This design comes from an exercise in tuning for small area and a short achievable clock period on the open sky130 flow, not from production work.
At most, simulation tests tie the RTL to the original design; equivalence was not proved.
Only the layout flow was run in run 1; the RTL was not checked for function there.

==> flow/design.v (outline; a module is shown in full before it is edited, if it fits) <==
// module fpmul_seq_pipeline: 16 lines
// module fpmul_st1: 26 lines
// module fpmul_st2: 26 lines
// module mul24_rows: 1301 lines
// module fpadd_st1: 39 lines
// module fpadd_st2: 68 lines
// module PE_core: 40 lines
// module write_out: 19 lines
// module mac_array: 79 lines
module mac_array (
    input  clk,
    input  srstn,
    input  start_processing,
    output processing_done,
    output [5:0] sram_w_addr,
    output [5:0] sram_v_addr,
    input  [127:0] sram_rdata_w,
    input  [31:0]  sram_rdata_v,
    output result_we,
    output [127:0] result_data
);
  // ...
==> flow/run.sh <==
#!/bin/bash
# synth_recipe.tcl (not shown) runs the flow's synth.tcl, then flattens the netlist and writes it again
# the make line also repeats each setting of config.mk as NAME=value (left out here)
make -C /OpenROAD-flow-scripts/flow DESIGN_CONFIG=/design/flow/config.mk WORK_HOME=/design/flow/orfs CLKGATE_MAP_FILE= SYNTH_SCRIPT=/design/flow/synth_recipe.tcl finish
==> flow/config.mk <==
export PLATFORM = sky130hd
export DESIGN_NAME = mac_array
export DESIGN_NICKNAME = mac_array
export VERILOG_FILES = /design/flow/design.v
export SDC_FILE = /design/flow/constraint.sdc
export NUM_CORES = 4
export LEC_CHECK = 0
export ABC_AREA = 1
export CAP_MARGIN = 60
export CORE_MARGIN = 2
export CORE_UTILIZATION = 40
export SLEW_MARGIN = 60
==> flow/constraint.sdc <==
create_clock -name core_clock -period 15.0 [get_ports {clk}]
set_input_delay 3.0000 -clock core_clock [delete_from_list [all_inputs] [get_ports {clk}]]
set_output_delay 3.0000 -clock core_clock [all_outputs]
set_load 0.01 [all_outputs]
==> results.tsv, run 1 <==
stage	metric	value	unit
cells_and_area	Non-clock buffers	441	
setup_path	CP startpoint kind	register	
placement	post-place instance area	75200	um2
sta	Hold Violations, Final	0	
floorplan	row count	153	
logic_synthesis	largest area contributor in the netlist	dfxtp_1	
logic_synthesis	dominant synthesized flop cell	dfxtp_1	
cells_and_area	Most flops, register	pair1.u_mul.q1	
logic_synthesis	Synth Register Bits	775	
cells_and_area	FFs & Latches	775	
run_status	outcome	complete, no violations	
logic_synthesis	most common cell in the netlist	nand2_1	
setup_path	Worst Path Arrival	6.38	ns
logic_synthesis	Synth Area in Simple Gates	0.182	
cells_and_area	P&R area growth vs syn	12.8	%
cells_and_area	post-layout util	0.454	
clock_tree	CTS hold repair buffers	0	
clock_tree	CTS sink count	775	
hold_path	Hold Crit Depth	0	
placement	Placement Setup Slack	9.32	ns
setup_path	most used cell, CP	nand2_1	
drt	routed len/inst	22.9	um
cells_and_area	Multi-input gate area	47100	um2
clock_tree	CTS tree	yes	
logic_synthesis	Synth Area in Adders	0.209	
cells_and_area	Reg area	16200	um2
drt	M1 WL	110	mm
floorplan	I/O Pins	305	
global_route	Congestion Overflow GR	0	
clock_tree	clk latency of the worst-skew pair	0.76	ns
global_route	GRT Overall Usage	0.295	
logic_synthesis	Synthesis Warnings	5	
placement	Placed Cells	11600	
setup_path	CP peak stage delay	0.50	ns
logic_synthesis	register area share after synthesis	0.232	
floorplan	Die Footprint	178000	um2
cells_and_area	most frequent cells in the layout	1847 x nand2_1, 1159 x inv_1, 700 x xor2_1	
global_route	first-pass GRT wire length	409	mm
cells_and_area	fraction of layout cells with a size suffix above 1	0.0584	
==> module fpmul_seq_pipeline, before the edit <==
module fpmul_seq_pipeline (
    input clk,
    input  [31:0] A,
    input  [47:0] B,
    output reg [31:0] O
);
    wire [107:0] m1;
    reg  [107:0] q1;
    wire [31:0]  m2;
    fpmul_st1 u1 (.A(A), .B(B), .O(m1));
    fpmul_st2 u2 (.I(q1), .O(m2));
    always @(posedge clk) begin
        q1 <= m1;
        O  <= m2;
    end
endmodule
==> module fpmul_st1, before the edit <==
module fpmul_st1 (
    input  [31:0] A,
    input  [47:0] B,
    output [107:0] O
);
    wire        bs   = B[47];
    wire [7:0]  beff = B[46:39];
    wire        b_h  = B[38];           
    wire        b_e1 = B[37];
    wire        b_nf = B[36];           
    wire [11:0] bneg = B[35:24];
    wire [11:0] btwo = B[23:12];
    wire [11:0] bone = B[11:0];
    wire [7:0] ae = A[30:23];
    wire a_ez = (ae == 8'd0);
    wire a_e1 = (ae == 8'hFF);
    wire a_fz = (A[22:0] == 23'd0);
    wire nan  = (a_e1 & ~a_fz) | (b_e1 & b_nf);
    wire inf  = a_e1 | b_e1;
    wire zero = (a_ez & a_fz) | (~b_h & ~b_nf);
    wire [23:0] am = {~a_ez, A[22:0]};
    wire [7:0]  e0 = {ae[7:1], ae[0] | a_ez} + beff + 8'd129;
    wire [47:0] ps, pc;
    mul24_rows u_rows (.a(am), .bone({b_h, bone}), .btwo({1'b0, btwo}), .bneg(bneg), .s(ps), .c(pc));
    assign O = {nan, inf, zero, A[31] ^ bs, e0, ps, pc};
endmodule
==> module fpadd_st1, before the edit <==
module fpadd_st1 (
    input  [31:0] A,
    input  [31:0] B,
    input  pass_a,
    input  pass_b,
    output [58:0] O
);
    wire [7:0] ae = A[30:23], be = B[30:23];
    wire a_ez = (ae == 8'd0), b_ez = (be == 8'd0);
    wire a_fz = (A[22:0] == 23'd0), b_fz = (B[22:0] == 23'd0);
    wire a_nan  = (ae == 8'hFF) & ~a_fz;
    wire b_nan  = (be == 8'hFF) & ~b_fz;
    wire a_zero = a_ez & a_fz;
    wire b_zero = b_ez & b_fz;
    wire inf    = (ae == 8'hFF) | (be == 8'hFF);
    wire sel_a = pass_a | (~pass_b & (a_nan | b_zero));
    wire sel_b = ~sel_a & (pass_b | b_nan | a_zero);
    wire spec  = sel_a | sel_b | inf;
    wire [7:0]  ea = {ae[7:1], ae[0] | a_ez};
    wire [7:0]  eb = {be[7:1], be[0] | b_ez};
    wire [23:0] ma = {~a_ez, A[22:0]};
    wire [23:0] mb = {~b_ez, B[22:0]};
    wire        a_gt = (A[30:0] > B[30:0]);
    wire [8:0]  dab  = {1'b0, ea} - {1'b0, eb};
    wire [7:0]  dba  = eb - ea;
    wire [7:0]  d    = dab[8] ? dba : dab[7:0];
    wire [23:0] mg   = a_gt ? ma : mb;
    wire [23:0] ms   = a_gt ? mb : ma;
    wire [7:0]  eg   = a_gt ? ea : eb;
    wire        sg   = a_gt ? A[31] : B[31];
    wire        same = (A[31] == B[31]);
    wire [23:0] t = (spec || d[7:5] != 3'd0) ? 24'd0 : (ms >> d[4:0]);
    wire [22:0] fx = sel_a ? A[22:0] : sel_b ? B[22:0] : 23'd0;
    wire [7:0]  ex = sel_a ? ae : sel_b ? be : 8'hFF;
    wire        sx = sel_a ? A[31] : sel_b ? B[31] : (A[31] ^ B[31]);
    wire        sub   = ~spec & ~same;
    wire        frc = ~spec & same & (d == 8'd0);
    assign O = {sub, frc, spec ? sx : sg, spec ? ex : eg, spec ? {1'b1, fx} : mg, t ^ {24{sub}}};
endmodule
==> module fpadd_st2, before the edit <==
module fpadd_st2 (
    input  [58:0] I,
    output [31:0] O
);
    wire        sub   = I[58];
    wire        frc   = I[57];
    wire        s     = I[56];
    wire [7:0]  e     = I[55:48];
    wire [23:0] x     = I[47:24];
    wire [23:0] y     = I[23:0];
    wire [23:0] yy = y;
    wire [23:0] g0 = x & yy, p0 = x ^ yy;
    wire [24:0] c;           
    assign c[0] = sub;
    wire [23:0] g1, p1, g2, p2, g3, p3, g4, p4, g5, p5;
    genvar k;
    generate
        for (k = 0; k < 24; k = k + 1) begin : l1
            wire gk = (k == 0) ? (g0[0] | (p0[0] & sub)) : g0[k];
            if (k >= 1) begin
                assign g1[k] = gk | (p0[k] & ((k == 1) ? (g0[0] | (p0[0] & sub)) : g0[k-1]));
                assign p1[k] = p0[k] & p0[k-1];
            end else begin
                assign g1[k] = gk;
                assign p1[k] = p0[k];
            end
        end
        for (k = 0; k < 24; k = k + 1) begin : l2
            if (k >= 2) begin assign g2[k] = g1[k] | (p1[k] & g1[k-2]); assign p2[k] = p1[k] & p1[k-2]; end
            else begin assign g2[k] = g1[k]; assign p2[k] = p1[k]; end
        end
        for (k = 0; k < 24; k = k + 1) begin : l3
            if (k >= 4) begin assign g3[k] = g2[k] | (p2[k] & g2[k-4]); assign p3[k] = p2[k] & p2[k-4]; end
            else begin assign g3[k] = g2[k]; assign p3[k] = p2[k]; end
        end
        for (k = 0; k < 24; k = k + 1) begin : l4
            if (k >= 8) begin assign g4[k] = g3[k] | (p3[k] & g3[k-8]); assign p4[k] = p3[k] & p3[k-8]; end
            else begin assign g4[k] = g3[k]; assign p4[k] = p3[k]; end
        end
        for (k = 0; k < 24; k = k + 1) begin : l5
            if (k >= 16) begin assign g5[k] = g4[k] | (p4[k] & g4[k-16]); assign p5[k] = p4[k] & p4[k-16]; end
            else begin assign g5[k] = g4[k]; assign p5[k] = p4[k]; end
        end
        for (k = 1; k < 25; k = k + 1) begin : cc
            assign c[k] = g5[k-1];
        end
    endgenerate
    wire [23:0] sm = p0 ^ c[23:0];
    wire        m24 = ~sub & c[24];
    wire [22:0] v = sm[22:0];
    wire z16 = ~|v[22:7];
    wire [22:0] v1 = z16 ? {v[6:0], 16'd0} : v;
    wire z8  = ~|v1[22:15];
    wire [22:0] v2 = z8 ? {v1[14:0], 8'd0} : v1;
    wire z4  = ~|v2[22:19];
    wire [22:0] v3 = z4 ? {v2[18:0], 4'd0} : v2;
    wire z2  = ~|v3[22:21];
    wire [22:0] v4 = z2 ? {v3[20:0], 2'd0} : v3;
    wire z1  = ~v4[22];
    wire [22:0] v5 = z1 ? {v4[21:0], 1'b0} : v4;
    wire [4:0] sh = {z16, z8, z4, z2, z1};
    wire nz = |v[22:3];
    wire [7:0] ep = e + 8'd1;
    wire [7:0] em = e - 8'd1 - {3'd0, sh};
    assign O = (m24 | frc) ? {s, ep, sm[23:1]} :
               (sm[23] | ~nz) ? {s, e, sm[22:0]} :
               {s, em, v5[21:0], 1'b0};
endmodule
==> module PE_core, before the edit <==
module PE_core (
    input clk,
    input srstn,
    input cap,
    input adv,
    input pass_a,
    input pass_b,
    input wr,
    input  [31:0] in_x,
    input  [31:0] in_y,
    input  [47:0] vq,
    output [31:0] res_x,
    output [31:0] res_y
);
    reg [31:0] wa, wy;
    always @(posedge clk) begin
        if (!srstn) begin
            wa <= 32'd0;
            wy <= 32'd0;
        end else if (cap) begin
            wa <= in_x;
            wy <= in_y;
        end else if (adv) begin
            wa <= wy;
        end
    end
    wire [31:0] pr;
    fpmul_seq_pipeline u_mul (.clk(clk), .A(wa), .B(vq), .O(pr));
    wire [58:0] st1;
    reg  [58:0] r1;
    reg  [31:0] r2;
    wire [31:0] st2;
    fpadd_st1 u_add1 (.A(pr), .B(r2), .pass_a(pass_a), .pass_b(pass_b), .O(st1));
    fpadd_st2 u_add2 (.I(r1), .O(st2));
    always @(posedge clk) begin
        r1 <= st1;
        r2 <= st2;
    end
    write_out u_out (.clk(clk), .srstn(srstn), .wr(wr), .dx(st2), .dy(r2), .qx(res_x), .qy(res_y));
endmodule
==> module mac_array, before the edit <==
module mac_array (
    input  clk,
    input  srstn,
    input  start_processing,
    output processing_done,
    output [5:0] sram_w_addr,
    output [5:0] sram_v_addr,
    input  [127:0] sram_rdata_w,
    input  [31:0]  sram_rdata_v,
    output result_we,
    output [127:0] result_data
);
    reg [6:0] cyc;       
    reg [5:0] addr;      
    reg       done_r;    
    always @(posedge clk or negedge srstn) begin
        if (!srstn) begin
            cyc    <= 7'd0;
            addr   <= 6'd0;
            done_r <= 1'b0;
        end else begin
            done_r <= (cyc == 7'd69);
            if (cyc == 7'd0) begin
                if (start_processing) begin
                    cyc  <= 7'd1;
                    addr <= addr + 6'd1;
                end
            end else if (cyc == 7'd70) begin
                cyc <= 7'd0;
            end else begin
                cyc <= cyc + 7'd1;
                if (cyc < 7'd64) addr <= addr + 6'd1;
            end
        end
    end
    assign sram_w_addr     = addr;
    assign sram_v_addr     = addr;
    assign processing_done = done_r;
    assign result_we       = done_r;
    wire cap    = cyc[0] | done_r;                  
    wire adv    = (cyc != 7'd0) | start_processing;  
    wire pass_a = (cyc < 7'd4);                     
    wire pass_b = (cyc >= 7'd68);                   
    wire wr     = (cyc == 7'd69);
    wire [7:0]  ve   = sram_rdata_v[30:23];
    wire        v_ez = (ve == 8'd0);
    wire [25:0] vm   = {2'b00, ~v_ez, sram_rdata_v[22:0]};
    wire [11:0] b_one, b_two, b_neg;
    genvar gi;
    generate
        for (gi = 0; gi < 12; gi = gi + 1) begin : benc
            wire b2 = vm[2*gi+1];
            wire b1 = vm[2*gi];
            wire b0 = (gi == 0) ? 1'b0 : vm[2*gi-1];
            assign b_one[gi] = b1 ^ b0;
            assign b_two[gi] = (b2 & ~b1 & ~b0) | (~b2 & b1 & b0);
            assign b_neg[gi] = b2;
        end
    endgenerate
    wire [47:0] vq_d = {sram_rdata_v[31], ve[7:1], ve[0] | v_ez, ~v_ez, (ve == 8'hFF),
                        (sram_rdata_v[22:0] != 23'd0), b_neg, b_two, b_one};
    reg [47:0] vq;
    always @(posedge clk) begin
        if (!srstn) vq <= 48'd0;
        else if (cap) vq <= vq_d;
    end
    PE_core pair0 (
        .clk(clk), .srstn(srstn), .cap(cap), .adv(adv),
        .pass_a(pass_a), .pass_b(pass_b), .wr(wr),
        .in_x(sram_rdata_w[31:0]), .in_y(sram_rdata_w[63:32]), .vq(vq),
        .res_x(result_data[127:96]), .res_y(result_data[95:64])
    );
    PE_core pair1 (
        .clk(clk), .srstn(srstn), .cap(cap), .adv(adv),
        .pass_a(pass_a), .pass_b(pass_b), .wr(wr),
        .in_x(sram_rdata_w[95:64]), .in_y(sram_rdata_w[127:96]), .vq(vq),
        .res_x(result_data[63:32]), .res_y(result_data[31:0])
    );
endmodule
==> run 2, diff against run 1 <==
--- a/flow/design.v
+++ b/flow/design.v
@@ -2,6 +2,7 @@
 module fpmul_seq_pipeline (
     input clk,
-    input  [31:0] A,
+    input  [32:0] A,
     input  [47:0] B,
+    input  Z,
     output reg [31:0] O
 );
@@ -9,5 +10,5 @@
     reg  [107:0] q1;
     wire [31:0]  m2;
-    fpmul_st1 u1 (.A(A), .B(B), .O(m1));
+    fpmul_st1 u1 (.A(A), .B(B), .Z(Z), .O(m1));
     fpmul_st2 u2 (.I(q1), .O(m2));
     always @(posedge clk) begin
@@ -17,6 +18,7 @@
 endmodule
 module fpmul_st1 (
-    input  [31:0] A,
+    input  [32:0] A,
     input  [47:0] B,
+    input  Z,
     output [107:0] O
 );
@@ -30,5 +32,5 @@
     wire [11:0] bone = B[11:0];
     wire [7:0] ae = A[30:23];
-    wire a_ez = (ae == 8'd0);
+    wire a_ez = ~A[32];
     wire a_e1 = (ae == 8'hFF);
     wire a_fz = (A[22:0] == 23'd0);
@@ -40,5 +42,5 @@
     wire [47:0] ps, pc;
     mul24_rows u_rows (.a(am), .bone({b_h, bone}), .btwo({1'b0, btwo}), .bneg(bneg), .s(ps), .c(pc));
-    assign O = {nan, inf, zero, A[31] ^ bs, e0, ps, pc};
+    assign O = {nan & ~Z, inf & ~Z, zero | Z, (A[31] ^ bs) & ~Z, e0, ps, pc};
 endmodule
 module fpmul_st2 (
@@ -1407,5 +1409,7 @@
     wire        sub   = ~spec & ~same;
     wire        frc = ~spec & same & (d == 8'd0);
-    assign O = {sub, frc, spec ? sx : sg, spec ? ex : eg, spec ? {1'b1, fx} : mg, t ^ {24{sub}}};
+    wire [23:0] x = spec ? {1'b1, fx} : mg;
+    wire [23:0] y = t ^ {24{sub}};
+    assign O = {sub, frc, spec ? sx : sg, spec ? ex : eg, x & y, x ^ y};
 endmodule
 module fpadd_st2 (
@@ -1417,8 +1421,6 @@
     wire        s     = I[56];
     wire [7:0]  e     = I[55:48];
-    wire [23:0] x     = I[47:24];
-    wire [23:0] y     = I[23:0];
-    wire [23:0] yy = y;
-    wire [23:0] g0 = x & yy, p0 = x ^ yy;
+    wire [23:0] g0    = I[47:24];    
+    wire [23:0] p0    = I[23:0];     
     wire [24:0] c;           
     assign c[0] = sub;
@@ -1483,4 +1485,5 @@
     input cap,
     input adv,
+    input z0,
     input pass_a,
     input pass_b,
@@ -1492,12 +1495,9 @@
     output [31:0] res_y
 );
-    reg [31:0] wa, wy;
+    reg [32:0] wa, wy;
     always @(posedge clk) begin
-        if (!srstn) begin
-            wa <= 32'd0;
-            wy <= 32'd0;
-        end else if (cap) begin
-            wa <= in_x;
-            wy <= in_y;
+        if (cap) begin
+            wa <= {(in_x[30:23] != 8'd0), in_x};
+            wy <= {(in_y[30:23] != 8'd0), in_y};
         end else if (adv) begin
             wa <= wy;
@@ -1505,5 +1505,5 @@
     end
     wire [31:0] pr;
-    fpmul_seq_pipeline u_mul (.clk(clk), .A(wa), .B(vq), .O(pr));
+    fpmul_seq_pipeline u_mul (.clk(clk), .A(wa), .B(vq), .Z(z0), .O(pr));
     wire [58:0] st1;
     reg  [58:0] r1;
@@ -1602,10 +1602,14 @@
     reg [47:0] vq;
     always @(posedge clk) begin
-        if (!srstn) vq <= 48'd0;
-        else if (cap) vq <= vq_d;
+        if (cap) vq <= vq_d;
+    end
+    reg z0;
+    always @(posedge clk) begin
+        if (!srstn) z0 <= 1'b1;
+        else if (cap) z0 <= 1'b0;
     end
     PE_core pair0 (
         .clk(clk), .srstn(srstn), .cap(cap), .adv(adv),
-        .pass_a(pass_a), .pass_b(pass_b), .wr(wr),
+        .z0(z0), .pass_a(pass_a), .pass_b(pass_b), .wr(wr),
         .in_x(sram_rdata_w[31:0]), .in_y(sram_rdata_w[63:32]), .vq(vq),
         .res_x(result_data[127:96]), .res_y(result_data[95:64])
@@ -1613,5 +1617,5 @@
     PE_core pair1 (
         .clk(clk), .srstn(srstn), .cap(cap), .adv(adv),
-        .pass_a(pass_a), .pass_b(pass_b), .wr(wr),
+        .z0(z0), .pass_a(pass_a), .pass_b(pass_b), .wr(wr),
         .in_x(sram_rdata_w[95:64]), .in_y(sram_rdata_w[127:96]), .vq(vq),
         .res_x(result_data[63:32]), .res_y(result_data[31:0])
==> flow/flow/run.sh (new file) <==
#!/bin/bash
# Layout flow: the standard layout (standard.sh: ORFS synthesis, floorplan,
# placement, CTS, routing, finish) with the timing repair of the floorplan,
# CTS and global-route steps aimed at a setup slack margin, so that repair
# sizes and buffers the paths to a short clock period.  The SDC, clock period
# and I/O constraints are the standard flow's, unchanged.  Gate cloning is off so that
# every register stays as the standard synthesis made it.
set -euo pipefail
MARGIN=$(cat "$(dirname "$0")/margin.txt")
bash standard.sh SETUP_SLACK_MARGIN="$MARGIN" SKIP_GATE_CLONING=1 finish > flow_make.log 2>&1
==> flow/flow/margin.txt (new file) <==
10.6
==> flow/standard.sh (new file) <==
#!/bin/bash
# synth_recipe.tcl (not shown) runs the flow's synth.tcl, then flattens the netlist and writes it again
# the make line also repeats each setting of config.mk as NAME=value (left out here)
make -C /OpenROAD-flow-scripts/flow DESIGN_CONFIG=/design/flow/config.mk WORK_HOME=/design/flow/orfs CLKGATE_MAP_FILE= SYNTH_SCRIPT=/design/flow/synth_recipe.tcl "${@:-finish}"
--- a/flow/config.mk
+++ b/flow/config.mk
@@ -7,6 +7,6 @@
 export LEC_CHECK = 0
 export ABC_AREA = 1
-export CAP_MARGIN = 60
+export CAP_MARGIN = 20
 export CORE_MARGIN = 2
 export CORE_UTILIZATION = 40
-export SLEW_MARGIN = 60
+export SLEW_MARGIN = 20
removed: flow/run.sh
==> results.tsv, run 2 <==
stage	metric	value	unit	change
run_status	outcome	complete, no violations		
setup_path	CP top delay family	flip-flops		
sta	Hold Violations, Final	0		unchanged
cells_and_area	fraction of layout cells with a size suffix above 1	0.129		+0.0705
drt	Routed Antenna Nets	0		
clock_tree	Reg clk slew, reported paths	0.06	ns	
hold_path	hold path startpoint	pair0.r1[56]		
setup_path	reg2reg setup slack	10.61	ns	
clock_tree	CTS tree	yes		
placement	HPWL Detailed	191	mm	
clock_tree	CTS sink count	780		+0.65%
clock_tree	CTS hold repair buffers	0		unchanged
drt	vias	66700		
setup_path	crit path capture type	primary output		
cells_and_area	post-route cell area	81700	um2	
floorplan	die width	423	um	
logic_synthesis	Synthesis Warnings	5		unchanged
floorplan	die height	423	um	
logic_synthesis	synthesized area per cell	7.70	um2	
hold_path	Hold Crit Depth	0		unchanged
logic_synthesis	Syn Nets	10100		
hold_path	Tightest Hold Check Type	register to register		
global_route	initial antenna violation count	4		
setup_path	worst r2r src	pair1.wa[0]		
cells_and_area	number of flip-flops in the largest register	107		
logic_synthesis	Post-Syn Area	70100	um2	
clock_tree	Inserted Clock Buffers	92		
sta	Worst Skew	0.0383	ns	
sta	Final min period	4.46	ns	
cells_and_area	most frequent cells in the layout	1727 x nand2_1, 1131 x inv_1, 713 x xor2_1		
setup_path	Slowest cell on crit path	dfrtp_4		
global_route	GRT Overall Usage	0.290		-0.00487
cells_and_area	most common cell after layout, fill and taps aside	nand2_1		
logic_synthesis	Netlist cell types	73		
floorplan	Initial Util	0.403		
logic_synthesis	Synth Register Bits	780		+0.65%
logic_synthesis	Synth area leaders	fa_1 14%, dfxtp_1 13%, nand2_1 9.8%, xor2_1 9.0%, edfxtp_1 7.7%		
sta	# setup viols final	0		
floorplan	I/O Pins	305		unchanged
placement	Placed Cells	11300		-2.5%
drt	Via density	5.68		
logic_synthesis	top cells by count, synth	1838 x nand2_1, 1185 x inv_1, 718 x xor2_1		
setup_path	CP startpoint kind	register		
clock_tree	Root Buffer	clkbuf_16		
drt	Post-Route WL	269	mm	
floorplan	Die Footprint	179000	um2	+0.32%
setup_path	Reg-to-Reg End	pair1.u_mul.q1[22]		
setup_path	Worst Path Arrival	1.46	ns	-4.92 ns
cells_and_area	P&R area growth vs syn	16.6	%	
placement	routability congestion estimate	0.954		
global_route	vias in the first global route	65200		
floorplan	Core ar.	174000	um2	
sta	Worst-Margin Slew	1.07	ns	
drt	DRC viols	0		
drt	routed len/inst	22.9	um	+0.20%
sta	Final period util	0.298		
logic_synthesis	dominant synthesized flop cell	dfxtp_1		
hold_path	WHS Endpoint	pair0.r2[31]		
logic_synthesis	Cells after Synth	9098		
sta	Achievable Freq	224	MHz	
logic_synthesis	most common cell in the netlist	nand2_1		
global_route	first-pass GRT wire length	401	mm	-2.0%
setup_path	worst path required time	12.00	ns	
placement	post-place instance area	74900	um2	-0.42%
cells_and_area	biggest regs	pair1.u_mul.q1 (107), pair0.u_mul.q1 (105)		
sta	relative max-transition margin	0.290		
cells_and_area	Most flops, register	pair1.u_mul.q1		
cells_and_area	Nets	10400		
setup_path	critical path buffer and inverter count	1		
setup_path	crit path cell chain	buf_6		
floorplan	row count	153		unchanged
drt	drt pass-1 iters	7		
global_route	Congestion Overflow GR	0		unchanged
drt	Detailed Route Iter0 Violations	6572		
logic_synthesis	Synth top area share	0.142		
placement	Port Buffers	304		
setup_path	Register-to-Register Path Depth	8		
logic_synthesis	largest area contributor in the netlist	fa_1		
setup_path	CP Class	register to primary output		
logic_synthesis	register area share after synthesis	0.259		+0.0263
setup_path	CP peak stage delay	0.56	ns	+0.06 ns
sta	unrepaired setup endpoints after global routing	true		
global_route	largest net degree at the start of global routing	112		
clock_tree	clk latency of the worst-skew pair	0.75	ns	about the same
setup_path	peak fanout along the critical path	3		
cells_and_area	fin cells	11700		
sta	final slew viol count	0		
clock_tree	H-tree Lvls	3		
clock_tree	Clock Tree Buf Depth	3		
logic_synthesis	Post-synth EDFFs	179		
sta	setup_tns	0	ns	
run	max-cap violation count	0		
logic_synthesis	async set-or-reset flop fraction in the synthesized netlist	0.182		
## run 2: worst max path at each step
stage / slack [ns] / startpoint / depth (start not counted) / endpoint
3_3_place_gp: 9.34 / pair1.r1[0] / 38 / pair1.u_out.qx[29]
5_1_grt: 10.42 / pair0.r1[58] / 41 / pair0.u_out.qx[27]
4_1_cts: 10.47 / addr[0] / 1 / sram_v_addr[0]
3_5_place_dp: 9.31 / pair1.r1[58] / 37 / pair1.u_out.qx[29]
6_report: 10.54 / addr[0] / 1 / sram_w_addr[0]
2_1_floorplan: 10.63 / cyc[0] / 3 / pair0.wy[0]
## run 2: metal layers
metal	GRT usage	up-vias	wire length, um
met2	0.460	3554	120000
met1	0.367	31800	106000
met4	0.159	8	17500
met3	0.0636	901	25200
li1	-	30400	-
met5	0.00376	-	135
## run 2: layout make-up
type,count,area [um2]
Fill cell,17300,92300
Multi-Input combinational cell,6551,46800
Sequential cell,780,18200
Timing Repair Buffer,633,5630
Inverter,1269,5040
Tap cell,2325,2910
Clock buffer,120,2550
Clock inverter,51,604
Antenna cell,4,10.0
## run 2: timing repair
item | 4_1_cts | 5_1_grt
endpoints found under the setup margin | 495 | 349
pin swaps | 67 | 142
setup buffers | 145 | 79
gates resized for setup | 815 | 398
## run 2: stage by stage
stage	hold WS [ns]	worst slack [ns]	util
3_3_place_gp	0.341	9.34	0.430
4_1_cts	0.352	10.47	0.458
2_1_floorplan	0.331	10.63	-
5_1_grt	0.361	10.42	0.469
3_5_place_dp	0.341	9.31	0.430
6_report	0.350	10.54	0.469
## run 2: kinds of logic after synthesis
family | share of synthesized area
fa+ha+maj | 0.208
buf+inv | 0.0962
mux | 0.00309
flops | 0.259
compound gates | 0.164
simple gates | 0.175
xor+xnor | 0.0950
==> run 3, diff against run 2 <==
--- a/flow/design.v
+++ b/flow/design.v
@@ -1516,5 +1516,6 @@
         r2 <= st2;
     end
-    write_out u_out (.clk(clk), .srstn(srstn), .wr(wr), .dx(st2), .dy(r2), .qx(res_x), .qy(res_y));
+    write_out u_out (.clk(clk), .srstn(srstn), .wr(wr), .dx({r1[56:48], r1[22:0]}), .dy(r2),
+                     .qx(res_x), .qy(res_y));
 endmodule
 `timescale 1ns / 1ps
@@ -1552,31 +1553,44 @@
 );
     reg [6:0] cyc;       
-    reg [5:0] addr;      
-    reg       done_r;    
+    reg       busy;      
+    reg [5:0] waddr;     
+    reg [5:0] vaddr;     
+    reg       done_q;    
+    reg       we_q;      
     always @(posedge clk or negedge srstn) begin
         if (!srstn) begin
             cyc    <= 7'd0;
-            addr   <= 6'd0;
-            done_r <= 1'b0;
+            busy   <= 1'b0;
+            waddr  <= 6'd0;
+            vaddr  <= 6'd0;
+            done_q <= 1'b0;
+            we_q   <= 1'b0;
         end else begin
-            done_r <= (cyc == 7'd69);
+            done_q <= (cyc == 7'd69);
+            we_q   <= busy & (cyc == 7'd69);
             if (cyc == 7'd0) begin
                 if (start_processing) begin
-                    cyc  <= 7'd1;
-                    addr <= addr + 6'd1;
+                    cyc   <= 7'd1;
+                    busy  <= 1'b1;
+                    waddr <= waddr + 6'd1;
+                    vaddr <= vaddr + 6'd1;
                 end
             end else if (cyc == 7'd70) begin
-                cyc <= 7'd0;
+                cyc  <= 7'd0;
+                busy <= 1'b0;
             end else begin
                 cyc <= cyc + 7'd1;
-                if (cyc < 7'd64) addr <= addr + 6'd1;
+                if (cyc < 7'd64) begin
+                    waddr <= waddr + 6'd1;
+                    vaddr <= vaddr + 6'd1;
+                end
             end
         end
     end
-    assign sram_w_addr     = addr;
-    assign sram_v_addr     = addr;
-    assign processing_done = done_r;
-    assign result_we       = done_r;
-    wire cap    = cyc[0] | done_r;                  
+    assign sram_w_addr     = waddr;
+    assign sram_v_addr     = vaddr;
+    assign processing_done = done_q;
+    assign result_we       = we_q;
+    wire cap    = cyc[0] | (cyc == 7'd70);          
     wire adv    = (cyc != 7'd0) | start_processing;  
     wire pass_a = (cyc < 7'd4);                     
==> flow/flow/run.sh (replaced) <==
#!/bin/bash
# Layout flow: the standard layout (standard.sh: ORFS synthesis, floorplan,
# placement, CTS, routing, finish) with the timing repair of the floorplan,
# CTS and global-route steps aimed at a setup slack margin, so that repair
# sizes and buffers the paths to a short clock period.  The SDC, clock period
# and I/O constraints are the standard flow's, unchanged; every port still gets a buffer
# (a plain buf_1, which repair resizes where timing needs it).  Gate cloning
# is off so that every register stays as the standard synthesis made it.
set -euo pipefail
MARGIN=$(cat "$(dirname "$0")/margin.txt")
bash standard.sh SETUP_SLACK_MARGIN="$MARGIN" SKIP_GATE_CLONING=1 \
    "BUFFER_PORTS_ARGS=-buffer_cell sky130_fd_sc_hd__buf_1" finish > flow_make.log 2>&1
==> flow/flow/margin.txt (replaced) <==
10.7
--- a/flow/config.mk
+++ b/flow/config.mk
@@ -9,4 +9,4 @@
 export CAP_MARGIN = 20
 export CORE_MARGIN = 2
-export CORE_UTILIZATION = 40
+export CORE_UTILIZATION = 60
 export SLEW_MARGIN = 20
==> results.tsv, run 3 <==
stage	metric	value	unit	change
cells_and_area	most common cell after layout, fill and taps aside	nand2_1		
cells_and_area	Reg area	18400	um2	+1.1%
placement	Placement Setup Slack	9.45	ns	+0.145 ns
cells_and_area	fraction of layout cells with a size suffix above 1	0.115		-0.0142
floorplan	die height	346	um	-18%
setup_path	peak fanout along the critical path	2		-1
cells_and_area	number of flip-flops in the largest register	107		unchanged
logic_synthesis	Post-Syn Area	70300	um2	+0.33%
logic_synthesis	Post-synth EDFFs	179		unchanged
clock_tree	clk latency of the worst-skew pair	0.76	ns	about the same
setup_path	critical path buffer and inverter count	1		unchanged
logic_synthesis	most common cell in the netlist	nand2_1		
cells_and_area	FILL cells	9739		-44%
drt	Post-Route WL	254	mm	-5.4%
logic_synthesis	Synth Register Bits	788		+1.0%
logic_synthesis	register area share after synthesis	0.261		+0.00200
logic_synthesis	Netlist cell types	70		-4.1%
drt	Detailed Route Iter0 Violations	8491		+29%
clock_tree	H-tree Lvls	3		unchanged
logic_synthesis	Synthesis Warnings	5		unchanged
logic_synthesis	synthesized area per cell	7.74	um2	+0.54%
logic_synthesis	Syn Nets	10100		-0.18%
global_route	GRT Overall Usage	0.405		+0.115
cells_and_area	Multi-input gate area	46600	um2	-0.30%
drt	DRC viols	0		unchanged
global_route	first-pass GRT wire length	380	mm	-5.2%
global_route	largest net degree at the start of global routing	114		+1.8%
cells_and_area	Most flops, register	pair1.u_mul.q1		
drt	routed len/inst	23.4	um	+2.0%
cells_and_area	biggest regs	pair1.u_mul.q1 (107), pair0.u_mul.q1 (105)		
sta	final slew viol count	0		unchanged
clock_tree	Root Buffer	clkbuf_16		
logic_synthesis	Synth top area share	0.142		-0.000466
sta	unrepaired setup endpoints after global routing	true		
clock_tree	Inserted Clock Buffers	86		-6.5%
sta	Worst-Margin Slew	1.07	ns	+0.00345 ns
sta	setup_tns	0	ns	unchanged
clock_tree	Reg clk slew, reported paths	0.06	ns	about the same
clock_tree	CTS sink count	788		+1.0%
floorplan	Die Footprint	120000	um2	-33%
floorplan	row count	125		-18%
logic_synthesis	dominant synthesized flop cell	dfxtp_1		
drt	Routed Antenna Nets	0		unchanged
cells_and_area	Nets	10300		-0.39%
cells_and_area	P&R area growth vs syn	12.7	%	
drt	vias	68400		+2.6%
clock_tree	CTS hold repair buffers	0		unchanged
global_route	initial antenna violation count	12		+8
setup_path	CP startpoint kind	register		
floorplan	die width	346	um	-18%
logic_synthesis	Cells after Synth	9079		-0.21%
placement	Port Buffers	304		unchanged
drt	Via density	6.29		+11%
setup_path	worst path required time	12.00	ns	about the same
setup_path	CP peak stage delay	0.47	ns	-0.09 ns
global_route	vias in the first global route	65600		+0.62%
setup_path	Worst Path Arrival	1.38	ns	-0.08 ns
logic_synthesis	Synth area leaders	fa_1 14%, dfxtp_1 13%, nand2_1 9.4%, xor2_1 9.0%, edfxtp_1 7.6%		
logic_synthesis	async set-or-reset flop fraction in the synthesized netlist	0.190		+0.00830
run_status	outcome	complete, no violations		
logic_synthesis	largest area contributor in the netlist	fa_1		
setup_path	CP top delay family	flip-flops		
setup_path	crit path cell chain	buf_6		
logic_synthesis	top cells by count, synth	1756 x nand2_1, 1189 x inv_1, 722 x xor2_1		
sta	Final period util	0.292		-0.00534
sta	# setup viols final	0		unchanged
sta	Hold Violations, Final	0		unchanged
drt	drt pass-1 iters	9		+2
sta	Final min period	4.38	ns	-0.0801 ns
floorplan	Core ar.	116000	um2	-33%
hold_path	Tightest Hold Check Type	register to register		
placement	HPWL Detailed	175	mm	-8.4%
sta	Achievable Freq	228	MHz	+1.8%
sta	relative max-transition margin	0.285		-0.00472
floorplan	Initial Util	0.605		+0.202
setup_path	crit path capture type	primary output		
clock_tree	CTS tree	yes		
setup_path	CP Class	register to primary output		
floorplan	I/O Pins	305		unchanged
clock_tree	Clock Tree Buf Depth	3		unchanged
sta	Worst Skew	0.0420	ns	+0.00375 ns
placement	routability congestion estimate	1.01		+5.9%
sta	Worst Setup Slack, final	10.62	ns	+0.0801 ns
cells_and_area	most frequent cells in the layout	1664 x nand2_1, 1133 x inv_1, 713 x xor2_1		
run	max-cap violation count	0		unchanged
global_route	Congestion Overflow GR	0		unchanged
setup_path	Slowest cell on crit path	dfrtp_2		
[run 3: worst reg2reg max path, delay by kind of cell, from the launching register on]
kind | cells | cell delay, ns
AO/OA/AOI/OAI | 1 | 0.21
adder cells (fa/ha/maj) | 5 | 2.62
XOR/XNOR | 1 | 0.21
flip-flops | 1 | 0.60
buffers and inverters | 2 | 0.52
[run 3: cells by family (layout without fill, tap and decap cells)]
logic type                 count (synthesis)  count (layout)  share of synthesized area
buffers and inverters                   1775            2054                     0.0961
xor gates and xnor gates                 766             766                     0.0955
DFF                                      788             788                      0.261
AOI/OAI and AO/OA                       2028            2028                      0.167
muxes                                     20              20                    0.00313
adders and majority gates                866             866                      0.207
other                                      0               3                          0
and+or+nand+nor                         2836            2836                      0.170
[run 3: cell type report]
cell class	instances	area share
diodes	3	0.0000948
clock buffers	119	0.0312
clock inverters	41	0.00599
inverters	1272	0.0648
multi-input cells	6516	0.589
flip-flops and latches	788	0.232
well taps	1524	0.0241
repair buffers	622	0.0531
[run 3: repair_timing]
item | CTS | global route
pin swaps | 64 | 129
buffers inserted | 98 | 131
endpoints found under the setup margin | 330 | 337
gates resized for setup | 289 | 434
[run 3: metrics by stage]
step | util | cells | area, um2 | hold slack (ns)
2_1_floorplan | - | 9079 | 70300 | 0.331
3_3_place_gp | 0.620 | 10500 | 72100 | 0.342
3_5_place_dp | 0.620 | 10500 | 72100 | 0.346
4_1_cts | 0.661 | 10800 | 76800 | 0.356
5_1_grt | 0.682 | 10900 | 79200 | 0.360
6_report | 0.682 | 10900 | 79200 | 0.358
[run 3: routing by layer]
layer / up-vias / routed length (um) / track usage
li1: 30400 / - / -
met1: 31800 / 93600 / 0.514
met2: 4830 / 110000 / 0.619
met3: 1310 / 30600 / 0.101
met4: 10 / 20200 / 0.256
met5: - / 239 / 0.00600
[run 3: final timing paths]
check                                    from                 end  slack [ns]  depth (start not counted)
hold / removal                   pair0.r1[56]        pair0.r2[31]        0.36                          0
setup / recovery           pair1.u_out.qy[29]     result_data[29]       10.62                          1
max in group asynchronous               srstn  pair0.u_out.qy[21]       11.57                          2
hold reg to reg                  pair0.r1[56]        pair0.r2[31]        0.36                          0
setup reg to reg                        vq[3]  pair0.u_mul.q1[21]       10.70                          9
min in group asynchronous               srstn  pair1.u_out.qx[20]        2.32                          1
==> run 4, diff against run 3 <==
==> flow/flow/margin.txt (replaced) <==
10.55
==> results.tsv, run 4 <==
stage	metric	value	unit	change
run_status	outcome	complete, no violations		
sta	unrepaired setup endpoints after global routing	true		
cells_and_area	FILL cells	10000		+2.8%
clock_tree	CTS hold repair buffers	0		unchanged
hold_path	Tightest Hold Check Type	register to register		
clock_tree	Reg clk slew, reported paths	0.07	ns	about the same
cells_and_area	most common cell after layout, fill and taps aside	nand2_1		
floorplan	Initial Util	0.605		unchanged
cells_and_area	biggest regs	pair1.u_mul.q1 (107), pair0.u_mul.q1 (105)		
sta	Final period util	0.298		+0.00555
clock_tree	Clock Tree Buf Depth	3		unchanged
logic_synthesis	register area share after synthesis	0.261		unchanged
logic_synthesis	Netlist cell types	70		unchanged
placement	routability congestion estimate	1.02		+0.76%
cells_and_area	number of flip-flops in the largest register	107		unchanged
logic_synthesis	Synthesis Warnings	5		unchanged
cells_and_area	post-route cell area	77600	um2	-2.0%
placement	Placement Setup Slack	9.50	ns	+0.0473 ns
drt	vias	67600		-1.2%
logic_synthesis	Post-synth EDFFs	179		unchanged
setup_path	crit path cell chain	inv_4 > o22ai_1 > xor2_1 > fa_1 > fa_1 > fa_1 > fa_1 > fa_1 > inv_1		
cells_and_area	Multi-input gate area	46200	um2	-0.96%
sta	Final min period	4.47	ns	+0.0833 ns
logic_synthesis	Syn Nets	10100		unchanged
logic_synthesis	synthesized area per cell	7.74	um2	unchanged
sta	Worst Setup Slack, final	10.53	ns	-0.0833 ns
sta	Worst Skew	0.0429	ns	+0.000910 ns
logic_synthesis	Cells after Synth	9079		unchanged
setup_path	CP Class	register to register		
sta	Worst Hold Margin	0.354	ns	-0.00436 ns
sta	# setup viols final	0		unchanged
sta	final slew viol count	0		unchanged
cells_and_area	fraction of layout cells with a size suffix above 1	0.0876		-0.0271
logic_synthesis	Synth Register Bits	788		unchanged
floorplan	Die Footprint	120000	um2	unchanged
setup_path	Slowest cell on crit path	inv_4		
sta	setup_tns	0	ns	unchanged
drt	Detailed Route Iter0 Violations	8643		+1.8%
logic_synthesis	most common cell in the netlist	nand2_1		
sta	Worst-Margin Slew	1.14	ns	+0.0739 ns
setup_path	crit path capture type	register		
clock_tree	Root Buffer	clkbuf_16		
placement	HPWL Detailed	177	mm	+0.89%
drt	drt pass-1 iters	8		-1
clock_tree	Inserted Clock Buffers	84		-2.3%
global_route	vias in the first global route	65400		-0.40%
placement	post-place instance area	72100	um2	about the same
cells_and_area	Most flops, register	pair1.u_mul.q1		
setup_path	most used cell, CP	fa_1		
floorplan	die width	346	um	unchanged
clock_tree	H-tree Lvls	3		unchanged
global_route	first-pass GRT wire length	378	mm	-0.50%
global_route	Congestion Overflow GR	0		unchanged
logic_synthesis	Post-Syn Area	70300	um2	unchanged
drt	Post-Route WL	251	mm	-1.2%
floorplan	die height	346	um	unchanged
floorplan	Core ar.	116000	um2	unchanged
sta	relative max-transition margin	0.237		-0.0477
cells_and_area	P&R area growth vs syn	10.4	%	
drt	DRC viols	0		unchanged
setup_path	critical path buffer and inverter count	2		+1
sta	Hold Violations, Final	0		unchanged
setup_path	peak fanout along the critical path	46		+44
setup_path	CP startpoint kind	register		
floorplan	I/O Pins	305		unchanged
placement	Port Buffers	304		unchanged
drt	Via density	6.26		-0.41%
cells_and_area	Nets	10200		-0.84%
global_route	initial antenna violation count	7		-5
logic_synthesis	async set-or-reset flop fraction in the synthesized netlist	0.190		unchanged
clock_tree	CTS sink count	788		unchanged
logic_synthesis	dominant synthesized flop cell	dfxtp_1		
floorplan	row count	125		unchanged
cells_and_area	most frequent cells in the layout	1680 x nand2_1, 1148 x inv_1, 720 x xor2_1		
sta	Achievable Freq	224	MHz	-1.9%
logic_synthesis	top cells by count, synth	1756 x nand2_1, 1189 x inv_1, 722 x xor2_1		
logic_synthesis	Synth area leaders	fa_1 14%, dfxtp_1 13%, nand2_1 9.4%, xor2_1 9.0%, edfxtp_1 7.6%		
clock_tree	clk latency of the worst-skew pair	0.75	ns	about the same
clock_tree	CTS tree	yes		
setup_path	CP top delay family	adder cells		
setup_path	CP peak stage delay	0.62	ns	+0.15 ns
run	max-cap violation count	0		unchanged
drt	Routed Antenna Nets	0		unchanged
logic_synthesis	largest area contributor in the netlist	fa_1		
setup_path	Worst Path Arrival	5.07	ns	+3.69 ns
global_route	GRT Overall Usage	0.404		-0.00128
drt	routed len/inst	23.3	um	-0.39%
logic_synthesis	Synth top area share	0.142		unchanged
cells_and_area	Reg area	18300	um2	-0.22%
global_route	largest net degree at the start of global routing	119		+4.4%
setup_path	worst path required time	15.60	ns	+3.60 ns
==> run 4: cell counts after synthesis <==
No cell type changed its count.
==> run 4: path summary, 6_finish.rpt <==
check	from	endpoint	depth (start not counted)	slack, ns
hold / removal	pair0.r1[56]	pair0.r2[31]	0	0.35
setup / recovery	vq[4]	pair1.u_mul.q1[28]	9	10.53
min in group asynchronous	srstn	pair1.u_out.qx[20]	1	2.31
hold reg to reg	pair0.r1[56]	pair0.r2[31]	0	0.35
setup reg to reg	vq[4]	pair1.u_mul.q1[28]	9	10.53
max in group asynchronous	srstn	pair0.u_out.qy[11]	3	11.24
==> run 4: through the flow <==
stage	cells	utilization
after CTS	10700	0.653
after global placement	10500	0.621
final	10800	0.668
after detailed placement	10500	0.621
after floorplan	9079	-
after global routing	10800	0.668
==> run 4: layer usage <==
metal	track usage	share of wire	up-vias	wire (um)
met1	0.513	0.38	31600	94700
met3	0.0994	0.11	1205	28500
li1	-	-	30300	-
met5	0	0.00039	-	97
met2	0.623	0.43	4453	109000
met4	0.245	0.075	10	18700
==> run 4: repair_timing <==
| item | in CTS | in global routing |
|---|---|---|
| gates resized for setup | 126 | 281 |
| setup endpoints to repair | 260 | 262 |
| pin swaps | 32 | 96 |
| setup buffers | 49 | 90 |
==> run 4: cell type report <==
cell class / count / share of cell area
inverters: 1272 / 0.0648
multi-input cells: 6516 / 0.595
flip-flops and latches: 788 / 0.236
well taps: 1524 / 0.0246
clock buffers: 112 / 0.0305
diodes: 4 / 0.000129
clock inverters: 44 / 0.00712
repair buffers: 537 / 0.0417
==> run 4: kinds of logic (layout without fill, tap and decap cells) <==
kind of cell	Yosys count	count (layout)	share of synthesized area
flip-flops	788	788	0.261
adder cells (fa/ha/maj)	866	866	0.207
other	0	4	0
multiplexers	20	20	0.00313
XOR/XNOR	766	766	0.0955
AO/OA/AOI/OAI	2028	2028	0.167
buffers and inverters	1775	1965	0.0961
AND/OR/NAND/NOR	2836	2836	0.170
==> run 4: worst reg2reg max path: cells and delay by family, from the launching register on <==
family | cells | cell delay [ns]
flops | 1 | 0.60
fa+ha+maj | 5 | 2.59
compound gates | 1 | 0.24
xor+xnor | 1 | 0.21
buf+inv | 2 | 0.67
==> run 5, diff against run 4 <==
==> flow/flow/margin.txt (replaced) <==
10.8
--- a/flow/config.mk
+++ b/flow/config.mk
@@ -9,4 +9,4 @@
 export CAP_MARGIN = 20
 export CORE_MARGIN = 2
-export CORE_UTILIZATION = 60
+export CORE_UTILIZATION = 55
 export SLEW_MARGIN = 20
==> results.tsv, run 5 <==
stage	metric	value	unit	change
setup_path	CP peak stage delay	0.45	ns	-0.17 ns
cells_and_area	biggest regs	pair1.u_mul.q1 (107), pair0.u_mul.q1 (105)		
placement	Placed Cells	10600		+1.4%
setup_path	Worst Path Arrival	1.32	ns	-3.75 ns
sta	unrepaired setup endpoints after global routing	true		
logic_synthesis	top cells by count, synth	1756 x nand2_1, 1189 x inv_1, 722 x xor2_1		
logic_synthesis	Synth Register Bits	788		unchanged
cells_and_area	fin cells	11200		+3.4%
logic_synthesis	register area share after synthesis	0.261		unchanged
logic_synthesis	most common cell in the netlist	nand2_1		
drt	Detailed Route Iter0 Violations	7263		-16%
sta	Hold Violations, Final	0		unchanged
drt	Routed Antenna Nets	0		unchanged
global_route	Congestion Overflow GR	0		unchanged
setup_path	crit path capture type	primary output		
global_route	first-pass GRT wire length	385	mm	+1.8%
drt	M1 WL	101	mm	+7.1%
logic_synthesis	dominant synthesized flop cell	dfxtp_1		
setup_path	CP top delay family	flip-flops		
sta	Worst-Margin Slew	1.14	ns	-0.00581 ns
cells_and_area	Most flops, register	pair1.u_mul.q1		
clock_tree	Root Buffer	clkbuf_16		
run_status	outcome	complete, no violations		
drt	Routed met3 length	25.6	mm	-10%
cells_and_area	P&R area growth vs syn	16.2	%	
logic_synthesis	Synth area leaders	fa_1 14%, dfxtp_1 13%, nand2_1 9.4%, xor2_1 9.0%, edfxtp_1 7.6%		
sta	Worst Skew	0.0289	ns	-0.0140 ns
logic_synthesis	Synthesis Warnings	5		unchanged
drt	Post-Route WL	259	mm	+2.9%
drt	routed len/inst	23.2	um	-0.45%
logic_synthesis	Post-synth EDFFs	179		unchanged
cells_and_area	fraction of layout cells with a size suffix above 1	0.148		+0.0604
floorplan	Initial Util	0.553		-0.0523
cells_and_area	most frequent cells in the layout	1650 x nand2_1, 1132 x inv_1, 710 x xor2_1		
clock_tree	clk latency of the worst-skew pair	0.73	ns	-0.02 ns
clock_tree	Reg clk slew, reported paths	0.07	ns	about the same
cells_and_area	Nets	10500		+2.2%
global_route	vias in the first global route	65300		-0.043%
floorplan	row count	131		+4.8%
setup_path	worst path required time	12.00	ns	-3.60 ns
floorplan	die width	362	um	+4.4%
floorplan	die height	362	um	+4.4%
placement	HPWL Detailed	178	mm	+1.1%
setup_path	crit path cell chain	buf_6		
setup_path	critical path buffer and inverter count	1		-1
drt	vias	67800		+0.38%
logic_synthesis	Netlist cell types	70		unchanged
setup_path	Slowest cell on crit path	dfrtp_2		
cells_and_area	Multi-input gate area	47300	um2	+2.4%
clock_tree	CTS sink count	788		unchanged
cells_and_area	FILL cells	11100		+11%
clock_tree	Inserted Clock Buffers	87		+3.6%
logic_synthesis	Syn Nets	10100		unchanged
sta	Final period util	0.288		-0.00973
sta	final slew viol count	0		unchanged
drt	top layer in use	met5		
global_route	largest net degree at the start of global routing	95		-20%
drt	Detail Route met2 WL	114	mm	+4.1%
cells_and_area	most common cell after layout, fill and taps aside	nand2_1		
logic_synthesis	Cells after Synth	9079		unchanged
logic_synthesis	largest area contributor in the netlist	fa_1		
sta	# setup viols final	0		unchanged
drt	DRC viols	0		unchanged
cells_and_area	number of flip-flops in the largest register	107		unchanged
floorplan	Die Footprint	131000	um2	+9.0%
clock_tree	CTS tree	yes		
drt	Via density	6.08		-2.9%
global_route	initial antenna violation count	5		-2
clock_tree	Clock Tree Buf Depth	3		unchanged
global_route	GRT Overall Usage	0.379		-0.0251
placement	routability congestion estimate	0.975		-4.2%
logic_synthesis	synthesized area per cell	7.74	um2	unchanged
drt	drt pass-1 iters	7		-1
sta	setup_tns	0	ns	unchanged
setup_path	CP startpoint kind	register		
floorplan	I/O Pins	305		unchanged
sta	Final min period	4.32	ns	-0.146 ns
clock_tree	H-tree Lvls	3		unchanged
floorplan	Core ar.	127000	um2	+9.5%
placement	Port Buffers	304		unchanged
setup_path	CP Class	register to primary output		
run	max-cap violation count	0		unchanged
logic_synthesis	Synth top area share	0.142		unchanged
logic_synthesis	Post-Syn Area	70300	um2	unchanged
cells_and_area	Reg area	18400	um2	+0.29%
logic_synthesis	async set-or-reset flop fraction in the synthesized netlist	0.190		unchanged
setup_path	peak fanout along the critical path	2		-96%
hold_path	Tightest Hold Check Type	register to register		
sta	relative max-transition margin	0.242		+0.00471
sta	Achievable Freq	231	MHz	+3.4%
[run 5: cell families after synthesis]
| logic type | Yosys count | synth area share |
|---|---|---|
| AND/OR/NAND/NOR | 2836 | 0.170 |
| buffers and inverters | 1775 | 0.0961 |
| multiplexers | 20 | 0.00313 |
| AO/OA/AOI/OAI | 2028 | 0.167 |
| XOR/XNOR | 766 | 0.0955 |
| adder cells (fa/ha/maj) | 866 | 0.207 |
| flip-flops | 788 | 0.261 |
[run 5: per-layer routing]
layer | global-route usage | vias up
met3 | 0.0870 | 994
met1 | 0.489 | 32200
met4 | 0.211 | 6
met2 | 0.587 | 3886
li1 | - | 30700
met5 | 0.00407 | -
[run 5: worst register-to-register path: stages (launching register included)]
cell and delay, ns:
dfxtp_2 0.40, nor4_2 0.07, nand4_1 0.14, inv_2 0.07, nor2_2 0.12, inv_1 0.08, ha_2 0.20, fa_2 0.35
o21ai_2 0.18, nand2_2 0.09, nand2_4 0.12, mux2_2 0.36, xnor2_1 0.12, or3_4 0.42, nor2_4 0.18, clkinvlp_4 0.19
nor2_4 0.15, clkinvlp_4 0.14, buf_6 0.16, o21ai_2 0.05, nand3_1 0.10, xor2_1 0.17, ha_2 0.29
[run 5: layout make-up]
class / instances / area share
well taps: 1662 / 0.0255
clock buffers: 123 / 0.0308
inverters: 1272 / 0.0631
multi-input cells: 6516 / 0.579
flip-flops and latches: 788 / 0.225
diodes: 4 / 0.000123
clock inverters: 41 / 0.00587
repair buffers: 758 / 0.0703
[run 5: path summary, 6_finish.rpt]
check | from | to | slack (ns) | depth (start not counted)
worst min register to register | pair0.r1[56] | pair0.r2[31] | 0.36 | 0
worst max-delay path | pair1.u_out.qy[29] | result_data[29] | 10.68 | 1
worst min-delay path | pair0.r1[56] | pair0.r2[31] | 0.36 | 0
min in group asynchronous | srstn | pair1.u_out.qy[29] | 2.22 | 1
max in group asynchronous | srstn | pair0.u_out.qy[27] | 11.44 | 3
worst max register to register | pair0.r2[26] | pair0.r1[5] | 10.70 | 22
[run 5: metrics by stage]
stage / util / hold slack, ns / setup slack (ns) / area, um2
2_1_floorplan: - / 0.331 / 10.82 / 70300
3_3_place_gp: 0.569 / 0.339 / 9.27 / 72300
3_5_place_dp: 0.569 / 0.341 / 9.33 / 72300
4_1_cts: 0.615 / 0.357 / 10.63 / 78200
5_1_grt: 0.642 / 0.371 / 10.51 / 81700
6_report: 0.642 / 0.359 / 10.68 / 81700
[run 5: timing repair]
item	4_1_cts	5_1_grt
endpoints found under the setup margin	491	402
hold buffers	0	0
setup buffers	177	180
cloned	0	0
gates resized for setup	439	633
pin swaps	103	179
==> run 6, diff against run 5 <==
==> flow/flow/margin.txt (replaced) <==
10.7
--- a/flow/config.mk
+++ b/flow/config.mk
@@ -9,4 +9,4 @@
 export CAP_MARGIN = 20
 export CORE_MARGIN = 2
-export CORE_UTILIZATION = 55
+export CORE_UTILIZATION = 66
 export SLEW_MARGIN = 20
==> results.tsv, run 6 <==
stage	metric	value	unit	change
logic_synthesis	Syn Nets	10100		unchanged
clock_tree	H-tree Lvls	3		unchanged
drt	Post-Route WL	257	mm	-0.68%
logic_synthesis	synthesized area per cell	7.74	um2	unchanged
clock_tree	Clock Tree Buf Depth	3		unchanged
cells_and_area	Nets	10300		-1.5%
logic_synthesis	Synth Register Bits	788		unchanged
sta	Worst Setup Slack, final	10.55	ns	-0.133 ns
hold_path	Tightest Hold Check Type	register to register		
sta	unrepaired setup endpoints after global routing	true		
drt	vias	70200		+3.4%
floorplan	Initial Util	0.667		+0.114
clock_tree	Reg clk slew, reported paths	0.07	ns	about the same
global_route	initial antenna violation count	8		+3
drt	Detail Route met2 WL	109	mm	-4.2%
setup_path	worst path required time	15.57	ns	+3.57 ns
run_status	outcome	complete, no violations		
clock_tree	Inserted Clock Buffers	84		-3.4%
floorplan	row count	119		-9.2%
logic_synthesis	Post-Syn Area	70300	um2	unchanged
logic_synthesis	dominant synthesized flop cell	dfxtp_1		
sta	Worst Skew	0.0275	ns	-0.00144 ns
floorplan	die width	330	um	-8.6%
placement	Port Buffers	304		unchanged
global_route	largest net degree at the start of global routing	120		+26%
setup_path	peak fanout along the critical path	19		+17
cells_and_area	most common cell after layout, fill and taps aside	nand2_1		
drt	Via density	6.54		+7.6%
setup_path	CP Class	register to register		
global_route	vias in the first global route	66100		+1.1%
drt	M1 WL	90.0	mm	-11%
logic_synthesis	most common cell in the netlist	nand2_1		
cells_and_area	P&R area growth vs syn	11.9	%	
logic_synthesis	Synthesis Warnings	5		unchanged
clock_tree	clk latency of the worst-skew pair	0.72	ns	about the same
sta	final slew viol count	0		unchanged
placement	Placement Setup Slack	9.51	ns	+0.180 ns
sta	relative max-transition margin	0.296		+0.0542
floorplan	Die Footprint	109000	um2	-16%
sta	# setup viols final	0		unchanged
cells_and_area	fin cells	10700		-3.9%
setup_path	crit path capture type	register		
sta	Hold Violations, Final	0		unchanged
clock_tree	CTS sink count	788		unchanged
global_route	GRT Overall Usage	0.446		+0.0672
drt	Detailed Route Iter0 Violations	10900		+51%
setup_path	Worst Path Arrival	5.03	ns	+3.71 ns
logic_synthesis	register area share after synthesis	0.261		unchanged
drt	Routed met3 length	33.8	mm	+32%
logic_synthesis	Synth area leaders	fa_1 14%, dfxtp_1 13%, nand2_1 9.4%, xor2_1 9.0%, edfxtp_1 7.6%		
drt	routed len/inst	23.9	um	+3.3%
cells_and_area	most frequent cells in the layout	1662 x nand2_1, 1140 x inv_1, 718 x xor2_1		
drt	drt pass-1 iters	30		+23
cells_and_area	FILL cells	7897		-29%
logic_synthesis	top cells by count, synth	1756 x nand2_1, 1189 x inv_1, 722 x xor2_1		
floorplan	Core ar.	105000	um2	-17%
sta	setup_tns	0	ns	unchanged
sta	Achievable Freq	225	MHz	-3.0%
run	max-cap violation count	0		unchanged
placement	routability congestion estimate	1.04		+7.1%
floorplan	die height	330	um	-8.6%
logic_synthesis	Synth top area share	0.142		unchanged
placement	HPWL Detailed	175	mm	-2.1%
logic_synthesis	Netlist cell types	70		unchanged
cells_and_area	Most flops, register	pair1.u_mul.q1		
floorplan	I/O Pins	305		unchanged
drt	top layer in use	met5		
cells_and_area	number of flip-flops in the largest register	107		unchanged
placement	Placed Cells	10400		-2.6%
logic_synthesis	Post-synth EDFFs	179		unchanged
clock_tree	CTS tree	yes		
cells_and_area	biggest regs	pair1.u_mul.q1 (107), pair0.u_mul.q1 (105)		
sta	Worst-Margin Slew	1.05	ns	-0.0851 ns
drt	DRC viols	0		unchanged
drt	Routed Antenna Nets	0		unchanged
clock_tree	Root Buffer	clkbuf_16		
logic_synthesis	async set-or-reset flop fraction in the synthesized netlist	0.190		unchanged
sta	Final period util	0.297		+0.00889
cells_and_area	fraction of layout cells with a size suffix above 1	0.105		-0.0428
global_route	Congestion Overflow GR	0		unchanged
global_route	first-pass GRT wire length	377	mm	-2.1%
setup_path	CP startpoint kind	register		
sta	Final min period	4.45	ns	+0.133 ns
logic_synthesis	largest area contributor in the netlist	fa_1		
setup_path	reg2reg setup slack	10.55	ns	-0.15 ns
logic_synthesis	Cells after Synth	9079		unchanged
run 6: cell counts after synthesis:
No cell type changed its count.
run 6: worst paths after layout:
kind / cells after the start / endpoint / start
worst max-delay path: 8 / pair1.u_mul.q1[20] / pair1.wa[0]
worst min-delay path: 0 / pair0.r2[31] / pair0.r1[56]
worst max register to register: 8 / pair1.u_mul.q1[20] / pair1.wa[0]
worst min register to register: 0 / pair0.r2[31] / pair0.r1[56]
max in group asynchronous: 3 / pair0.u_out.qx[25] / srstn
min in group asynchronous: 1 / pair1.u_out.qx[13] / srstn
run 6: per-stage QoR:
| stage | area, um2 | hold WS (ns) | util |
|---|---|---|---|
| 6_report | 78700 | 0.374 | 0.746 |
| 5_1_grt | 78700 | 0.382 | 0.746 |
| 4_1_cts | 76200 | 0.376 | 0.723 |
| 3_5_place_dp | 71900 | 0.364 | 0.682 |
| 3_3_place_gp | 71900 | 0.359 | 0.682 |
| 2_1_floorplan | 70300 | 0.331 | - |
run 6: cells by family after synthesis:
group	after synthesis	synth area share
and+or+nand+nor	2836	0.170
AOI/OAI and AO/OA	2028	0.167
buffers and inverters	1775	0.0961
adders and majority gates	866	0.207
DFF	788	0.261
xor gates and xnor gates	766	0.0955
muxes	20	0.00313
run 6: cell type report:
class,count,area [um2],share of cell area
multi-input combinational,6516,46500,0.591
sequential,788,18400,0.233
inverter,1272,5110,0.0649
timing repair buffer,602,3950,0.0502
clock buffer,106,2400,0.0305
tap,1391,1740,0.0221
clock inverter,51,573,0.00728
antenna,7,17.5,0.000223
run 6: metal layers:
metal,global-route usage,up-vias
met1,0.547,32300
met5,0.00783,-
li1,-,30400
met2,0.676,5607
met3,0.136,1805
met4,0.306,18
run 6: critical path, stage by stage (launching register included):
cell	delay (ns)
edfxtp_1	0.98
clkinv_2	0.65
o22ai_1	0.32
xor2_1	0.25
fa_1	0.48
fa_1	0.40
fa_1	0.50
fa_1	0.65
inv_1	0.08
run 6: repair_timing:
item	in CTS	in global routing
pin swaps	48	129
resized for setup	207	402
hold buffers	0	0
setup endpoints to repair	354	295
setup buffers	78	131

-- afterwards: timing with drivers on the ports --
In the flow no input, the clock included, has a driving cell. The finished layouts below were timed again as built, in two steps. Step 1 sets driving cells, clkbuf_16 on the clock port and buf_2 on the other inputs (assumed; they add their load-dependent delay and slew). Step 2 also shifts input and output timing later by t, the mid clock arrival at the registers, as if the neighbouring blocks saw the same clock. a / b / c = ideal ports / drivers / drivers and shift; a / b = the first two.
| run | t, ns | slack for setup (ns) | worst setup path at the end | worst register clock-pin slew, ns |
|---|---|---|---|---|
| run 1 | 0.821 | 9.275 / 9.275 / 9.275 | register to register | 0.07 / 0.07 |
| run 2 | 0.815 | 10.538 / 10.457 / 10.014 | input to register | 0.07 / 0.07 |
| run 3 | 0.826 | 10.618 / 10.532 / 10.345 | input to register | 0.08 / 0.08 |
| run 4 | 0.817 | 10.534 / 10.532 / 10.067 | input to register | 0.08 / 0.08 |
| run 5 | 0.794 | 10.680 / 10.594 / 10.280 | input to register | 0.07 / 0.07 |
| run 6 | 0.783 | 10.547 / 10.547 / 10.221 | input to register | 0.07 / 0.07 |
After both steps every run listed still meets setup and hold. The setup slack of run 2, which loses most, moves by -0.081 ns with the drivers and by -0.524 ns with both steps.
